Context: an optimization exercise on an open-source flow, tuned for small area, a short achievable clock period and few clock cycles per item. The choices shown serve that exercise and are no tape-out recipe. The RTL was checked by simulation tests, not by an equivalence proof against the original design. Power and IR drop assume default switching activity.

## job 101
==> flow/design.v <==
`timescale 1ns / 1ns
module simple_ALU(input i_clk,
                  input i_rst,
                  input logic  [15:0] i_memData,
                  output logic [15:0] o_memData,
                  output logic [15:0] o_memAddr,
                  output logic o_memWrEnable);
  localparam logic [1:0] S_FETCH = 2'd0,
                         S_DEC   = 2'd1,
                         S_RD1   = 2'd2,
                         S_RD2   = 2'd3;
  logic [1:0]  state;
  logic [5:0]  rd;         
  logic [5:0]  rs;         
  logic [5:0]  pcn;        
  logic        selRd, selRs, selPc;   
  logic [15:0] wdata;      
  logic        we;         
  logic        first;      
  logic        stale;      
  logic        twoRd;      
  logic        sameRd;     
  logic [15:0] breg;       
  logic        opAdd, opAnd, opOr, opXor, opSh;
  logic        cin;        
  logic        left;       
  logic        arith;      
  wire  [5:0]  addr = ({6{selRd}} & rd) | ({6{selRs}} & rs) | ({6{selPc}} & pcn);
  assign o_memAddr     = {10'd0, addr};
  assign o_memData     = wdata;
  assign o_memWrEnable = we;
  wire [15:0] x = i_memData;
  wire [15:0] y = breg;
  wire [16:0] sum = {x, 1'b1} + {y, cin};
  wire [15:0] xin;
  wire [15:0] u;
  genvar gi;
  generate
    for (gi = 0; gi < 16; gi++) begin : g_rev
      assign xin[gi] = left ? x[15-gi] : x[gi];
      assign u[gi]   = left ? sw[15-gi] : sw[gi];
    end
  endgenerate
  wire        fill = arith & x[15];
  wire [31:0] sww  = {{16{fill}}, xin} >> y[3:0];
  wire [15:0] sw   = sww[15:0];
  wire        big  = |y[15:4];
  wire [15:0] alu = ({16{opAdd}} & sum[16:1])
                  | ({16{opAnd}} & (x & y))
                  | ({16{opOr}}  & (x | y))
                  | ({16{opXor}} & (x ^ y))
                  | ({16{opSh & ~big}} & u)
                  | ({16{arith & big}} & {16{x[15]}});
  wire [15:0] ins   = i_memData;
  wire [2:0]  dFn   = ins[14:12];
  wire [5:0]  dRd   = ins[11:6];
  wire [5:0]  dRs   = ins[5:0];
  wire        dImm  = ins[15];
  wire        aK    = we & (dRd == rd);
  wire        bK    = dImm | (we & (dRs == rd));
  wire        dShift = (dFn == 3'd2) | (dFn == 3'd3) | (dFn == 3'd4);
  wire        dComm  = (dFn == 3'd0) | (dFn[2] & (dFn[1:0] != 2'd0));
  wire        dSub   = (dFn == 3'd1);
  wire        same  = ~aK & ~bK & (dRd == dRs) & ~dShift;
  wire        bOnly = aK & ~bK & dComm;
  wire        two   = ~bK & ~same & ~bOnly;      
  wire        none  = aK & bK;
  wire        inDec = (state == S_DEC);
  wire        bLoad = inDec ? ~stale : (state == S_RD2) & twoRd;
  wire [15:0] bSrc  = inDec ? (dImm ? {10'd0, dRs} : wdata) : i_memData;
  wire [15:0] bNew  = bSrc ^ {16{inDec ? dSub : cin}};
  always_ff @(posedge i_clk) begin
    if (i_rst) begin
      state <= S_FETCH;
      selRd <= 1'b0;
      selRs <= 1'b0;
      selPc <= 1'b1;
      pcn   <= 6'd0;
      we    <= 1'b0;
      first <= 1'b1;
      stale <= 1'b0;
    end else begin
      case (state)
        S_FETCH: begin
          we    <= ~first;
          first <= 1'b0;
          {selRd, selRs, selPc} <= 3'b100;
          pcn   <= pcn + 6'd1;
          stale <= ~first & (rd == pcn);
          state <= S_DEC;
        end
        S_DEC: begin
          we    <= 1'b0;
          if (stale) begin
            stale <= 1'b0;
          end else if (two) begin
            {selRd, selRs, selPc} <= 3'b010;
            state <= S_RD1;
          end else if (none) begin
            {selRd, selRs, selPc} <= 3'b001;
            state <= S_FETCH;
          end else begin
            {selRd, selRs, selPc} <= {~bOnly, bOnly, 1'b0};
            state <= S_RD2;
          end
        end
        S_RD1: begin
          {selRd, selRs, selPc} <= 3'b100;
          state <= S_RD2;
        end
        default: begin   
          {selRd, selRs, selPc} <= 3'b001;
          state <= S_FETCH;
        end
      endcase
    end
  end
  always_ff @(posedge i_clk) wdata <= alu;
  always_ff @(posedge i_clk) rs <= dRs;
  always_ff @(posedge i_clk) begin
    if (bLoad) breg <= bNew;
    case (state)
      S_DEC: begin
        if (!stale) begin
          rd     <= dRd;
          twoRd  <= two;
          sameRd <= same;
          cin    <= dSub;
          opAdd  <= (dFn[2:1] == 2'd0);
          opAnd  <= (dFn == 3'd5);
          opOr   <= (dFn == 3'd6);
          opXor  <= (dFn == 3'd7);
          opSh   <= dShift;
          left   <= (dFn == 3'd4);
          arith  <= (dFn == 3'd2);
        end
      end
      S_RD2: begin
        if (sameRd) begin
          opAdd <= 1'b0;
          opSh  <= opAdd & ~cin;
          left  <= opAdd & ~cin;
          opAnd <= cin | opAnd | opXor;
          opXor <= 1'b0;
          cin   <= 1'b0;
          breg  <= opAnd ? 16'hFFFF : {15'd0, opAdd & ~cin};
        end
      end
      default: ;
    endcase
  end
endmodule
export LEC_CHECK = 0
export ABC_AREA = 1
export CAP_MARGIN = 5
export CORE_MARGIN = 2
export CORE_UTILIZATION = 40
export CTS_BUF_LIST = sky130_fd_sc_hd__clkbuf_8
export SLEW_MARGIN = 5
export TNS_END_PERCENT = 0
create_clock -name core_clock -period 9.0 [get_ports {i_clk}]
standard.sh (not shown) runs the stock make flow with config.mk's settings and CLKGATE_MAP_FILE= SYNTH_SCRIPT=/design/flow/synth_recipe.tcl, a recipe that flattens the netlist after the stock synthesis.
==> flow/flow/run.sh <==
#!/bin/bash
# Standard layout, with plain buffers (not delay cells) on the ports, the
# timing repair aiming at 6.0 ns of setup slack, and clock tree synthesis
# without dummy loads.
# Full make output goes to standard.log here; ORFS keeps each step's log
# under orfs/logs/.
set -euo pipefail
bash standard.sh "BUFFER_PORTS_ARGS=-buffer_cell sky130_fd_sc_hd__buf_2" SETUP_SLACK_MARGIN=6.0 "CTS_ARGS=-sink_clustering_enable -repair_clock_nets -buf_list sky130_fd_sc_hd__clkbuf_8 -dont_use_dummy_load" finish > standard.log 2>&1
Job 101 was carried through to the last stage, and its layout satisfied the timing, design-rule and antenna checks.
Testbench counts of job 101, summed over its fixed seeds: cycles 487,097, instrs 160,000.
#### Input delta (job 102 over job 101)
- changing SLEW_MARGIN from 5 to 20
- changing CAP_MARGIN from 5 to 20
==> flow/flow/run.sh <==
#!/bin/bash
# Standard layout, with plain buffers (not delay cells) on the ports, the
# timing repair aiming at 6.0 ns of setup slack, and clock tree synthesis
# without dummy loads.
# Full make output goes to standard.log here; ORFS keeps each step's log
# under orfs/logs/.
set -euo pipefail
bash standard.sh "BUFFER_PORTS_ARGS=-buffer_cell sky130_fd_sc_hd__buf_2" SETUP_SLACK_MARGIN=6.0 "CTS_ARGS=-sink_clustering_enable -repair_clock_nets -buf_list {sky130_fd_sc_hd__clkbuf_4 sky130_fd_sc_hd__clkbuf_8} -dont_use_dummy_load" finish > standard.log 2>&1
--- outcome ---
- Job 102: no failed stages, no open violations at the end
- The final area on job 102 is in line with that on job 101.
- Going from job 101 to job 102, remaining antenna violation count after routing level, power shows no meaningful change.

==> afterwards: timing with drivers on the ports <==
How much do the figures lean on ideal ports? The routed layouts below were timed once more, with nothing changed but the port constraints. Step 1 assumes that a clkbuf_16 drives the clock port and a buf_2 every other input. Step 2 moves the port delays by t, midway between the first and last clock arrival at a register: inputs arrive t later, outputs are due t later. That takes back most of the time a late clock gives input paths. Three values: no drivers, after step 1, after step 2; two values: the first two.
run	t, ns	setup WS [ns]	worst setup path after step 2	pins driven straight from the clock port
job 101	0.386	5.923 / 5.937 / 5.551	input to register	1
job 102	0.387	5.947 / 5.958 / 5.571	input to register	1
After both steps setup and hold are still met in every run listed. The setup slack of job 102, which loses most, moves by +0.011 ns with the drivers and by -0.376 ns with both steps.
